What follows belongs to an exercise in optimizing a design on an open flow for small area, a short achievable clock period and few clock cycles; a production flow would make more cautious choices. The RTL was checked by simulation tests, not by an equivalence proof against the original design.

Setup of try-delta:
## TriSolve4x4
module TriSolve4x4(
    input              clk,
    input              rst,
    input              start,
    input      [511:0] L_in,
    input      [511:0] U_in,
    input      [127:0] b_in,
    output reg         done,
    output     [127:0] x_out
);
  localparam W = 8;
  reg  [31:0] slot0, slot1, slot2, slot3;
  assign x_out = {slot3, slot2, slot1, slot0};
  reg  [3:0]  sg;        
  reg         busy;
  reg         fix;       
  wire [31:0] mw0  = L_in[(4*1+0)*32 +: 32];
  wire [31:0] mw1  = L_in[(4*2+0)*32 +: 32];
  wire [31:0] mw2  = L_in[(4*3+0)*32 +: 32];
  wire [31:0] mw3  = L_in[(4*2+1)*32 +: 32];
  wire [31:0] mw4  = L_in[(4*3+1)*32 +: 32];
  wire [31:0] mw5  = L_in[(4*3+2)*32 +: 32];
  wire [31:0] mw6  = U_in[(4*2+3)*32 +: 32];
  wire [31:0] mw7  = U_in[(4*1+3)*32 +: 32];
  wire [31:0] mw8  = U_in[(4*1+2)*32 +: 32];
  wire [31:0] mw9  = U_in[(4*0+3)*32 +: 32];
  wire [31:0] mw10 = U_in[(4*0+2)*32 +: 32];
  wire [31:0] mw11 = U_in[(4*0+1)*32 +: 32];
  wire [31:0] dw0 = L_in[(4*0+0)*32 +: 32];
  wire [31:0] dw1 = L_in[(4*1+1)*32 +: 32];
  wire [31:0] dw2 = L_in[(4*2+2)*32 +: 32];
  wire [31:0] dw3 = L_in[(4*3+3)*32 +: 32];
  wire [31:0] dw4 = U_in[(4*3+3)*32 +: 32];
  wire [31:0] dw5 = U_in[(4*2+2)*32 +: 32];
  wire [31:0] dw6 = U_in[(4*1+1)*32 +: 32];
  wire [31:0] dw7 = U_in[(4*0+0)*32 +: 32];
  reg  [3:0]  mp;        
  reg  [3:0]  dp;        
  wire [3:0]  mpn = mp + 4'd1;
  wire [3:0]  dpn = dp + 4'd1;
  reg  [11:0] mnr;
  reg  [7:0]  dnr;
  wire [11:0] mnx = busy ? mnr : 12'd1;
  wire [7:0]  dnx = busy ? dnr : 8'd1;
  wire [31:0] opbn = ({32{mnx[0]}} & mw0) | ({32{mnx[1]}} & mw1) | ({32{mnx[2]}} & mw2)
                   | ({32{mnx[3]}} & mw3) | ({32{mnx[4]}} & mw4) | ({32{mnx[5]}} & mw5)
                   | ({32{mnx[6]}} & mw6) | ({32{mnx[7]}} & mw7) | ({32{mnx[8]}} & mw8)
                   | ({32{mnx[9]}} & mw9) | ({32{mnx[10]}} & mw10) | ({32{mnx[11]}} & mw11);
  ...
For scale: about 280 flip-flops, ~1,300 I/O pins, ~42,000 um^2 of cells after synthesis.
export LEC_CHECK = 0
export ABC_AREA = 1
export CAP_MARGIN = 20
export CORE_AREA = 3 3 447 447
export CTS_BUF_LIST = sky130_fd_sc_hd__clkbuf_8 sky130_fd_sc_hd__clkbuf_4
export DIE_AREA = 0 0 450 450
export PLACE_DENSITY = 0.85
export SLEW_MARGIN = 20
create_clock -name core_clock -period 150.0 [get_ports {clk}]
standard.sh (not shown) runs the stock make flow with config.mk's settings and CLKGATE_MAP_FILE= SYNTH_SCRIPT=/design/flow/synth_recipe.tcl, a recipe that flattens the netlist after the stock synthesis.
==> flow/flow/run.sh <==
#!/bin/bash
# The standard layout (standard.sh: the standard flow's synthesis and ORFS flow) with two
# changes to how it is made:
#  - the port buffers are plain buf_1 cells instead of the default choice
#    (every input and output port still gets its own buffer);
#  - before pin placement, flow/pins.tcl groups, bit by bit, the input pins
#    that feed the same register bit and the output pins of that bit, so that
#    each bit's input multiplexer and output wires stay local.
set -euo pipefail
bash standard.sh "BUFFER_PORTS_ARGS=-buffer_cell sky130_fd_sc_hd__buf_1" \
  "PRE_IO_PLACEMENT_TCL=$PWD/flow/pins.tcl" finish > standard_flow.log 2>&1
==> flow/flow/pins.tcl <==
for {set b 0} {$b < 32} {incr b} {
  set pins {}
  foreach w {4 8 12 9 13 14 0 5 10 15} { lappend pins "L_in\[[expr {$w*32+$b}]\]" }
  foreach w {11 7 6 3 2 1} { lappend pins "U_in\[[expr {$w*32+$b}]\]" }
  foreach w {15 10 5 0} { lappend pins "U_in\[[expr {$w*32+$b}]\]" }
  foreach k {0 1 2 3} { lappend pins "b_in\[[expr {$k*32+$b}]\]" }
  foreach k {0 1 2 3} { lappend pins "x_out\[[expr {$k*32+$b}]\]" }
  set_io_pin_constraint -group -order -pin_names $pins
}
Testbench counts of try-delta, summed over its fixed seeds: cycles 5,520.
Input changes introduced in try-yarrow (baseline for comparison: try-delta):
# try-delta
export LEC_CHECK = 0
export ABC_AREA = 1
export CAP_MARGIN = 20
export CORE_AREA = 3 3 447 447
export CTS_BUF_LIST = sky130_fd_sc_hd__clkbuf_8 sky130_fd_sc_hd__clkbuf_4
export DIE_AREA = 0 0 450 450
export PLACE_DENSITY = 0.85
export SLEW_MARGIN = 20
create_clock -name core_clock -period 150.0 [get_ports {clk}]
# try-yarrow
export LEC_CHECK = 0
export ABC_AREA = 1
export CAP_MARGIN = 20
export CORE_AREA = 3 3 447 447
export CTS_BUF_LIST = sky130_fd_sc_hd__clkbuf_8 sky130_fd_sc_hd__clkbuf_4
export DIE_AREA = 0 0 450 450
export SLEW_MARGIN = 20
create_clock -name core_clock -period 150.0 [get_ports {clk}]
### Flow results
- Diff try-yarrow..try-delta | final worst hold slack | negligible
- try-delta → try-yarrow: highest clock rate has decreased, critical path depth went up by 6.
- On via count, try-yarrow and try-delta are neck and neck.
- Comparing try-yarrow and try-delta, the lower detailed route wirelength on metal2 is on try-delta.
What try-willow does differently from try-yarrow at the input level:
# try-yarrow
export LEC_CHECK = 0
export ABC_AREA = 1
export CAP_MARGIN = 20
export CORE_AREA = 3 3 447 447
export CTS_BUF_LIST = sky130_fd_sc_hd__clkbuf_8 sky130_fd_sc_hd__clkbuf_4
export DIE_AREA = 0 0 450 450
export SLEW_MARGIN = 20
create_clock -name core_clock -period 150.0 [get_ports {clk}]
# try-willow
export LEC_CHECK = 0
export ABC_AREA = 1
export CAP_MARGIN = 20
export CORE_AREA = 3 3 447 447
export CTS_BUF_LIST = sky130_fd_sc_hd__clkbuf_8 sky130_fd_sc_hd__clkbuf_4
export DIE_AREA = 0 0 450 450
export PLACE_DENSITY = 0.7
export SLEW_MARGIN = 20
create_clock -name core_clock -period 150.0 [get_ports {clk}]
### Flow results
Global placement routability congestion ended up 0.52% higher on try-willow than on try-yarrow. Compared with try-yarrow, try-willow has extra setup slack. NOTE wire length try-yarrow->try-willow decreased by a little under 10%.

[port drivers added, routing unchanged]
Ports are ideal in the flow. The routed layouts listed here were re-timed in OpenROAD.
Step 1 (the two cells are an assumption about what drives the block):
set clk [get_ports {clk}]
set_driving_cell -lib_cell sky130_fd_sc_hd__clkbuf_16 $clk
set_driving_cell -lib_cell sky130_fd_sc_hd__buf_2 [delete_from_list [all_inputs] $clk]
Step 2 adds t to the input delays and takes it off the output delays; t is the mean of the earliest and latest rising clock arrival at the registers after step 1. Input paths then give back, and output paths get back, about the clock's delay inside the block.
Three values: ideal, step 1, step 2; two values: the first two.
run	shift t [ns]	setup WS [ns]	clock arrival spread, ns	slew at the worst register clock pin (ns)	pins driven straight from the clock port
try-delta	0.761	118.575 / 118.520 / 117.868	0.031 / 0.030	0.09 / 0.09	1
try-yarrow	0.772	118.440 / 118.473 / 117.701	0.054 / 0.054	0.08 / 0.08	1
try-willow	0.750	118.557 / 118.505 / 117.851	0.037 / 0.037	0.09 / 0.09	1
After both steps setup and hold are still met in every run listed. The setup slack of try-yarrow, which loses most, moves by +0.033 ns with the drivers and by -0.739 ns with both steps.
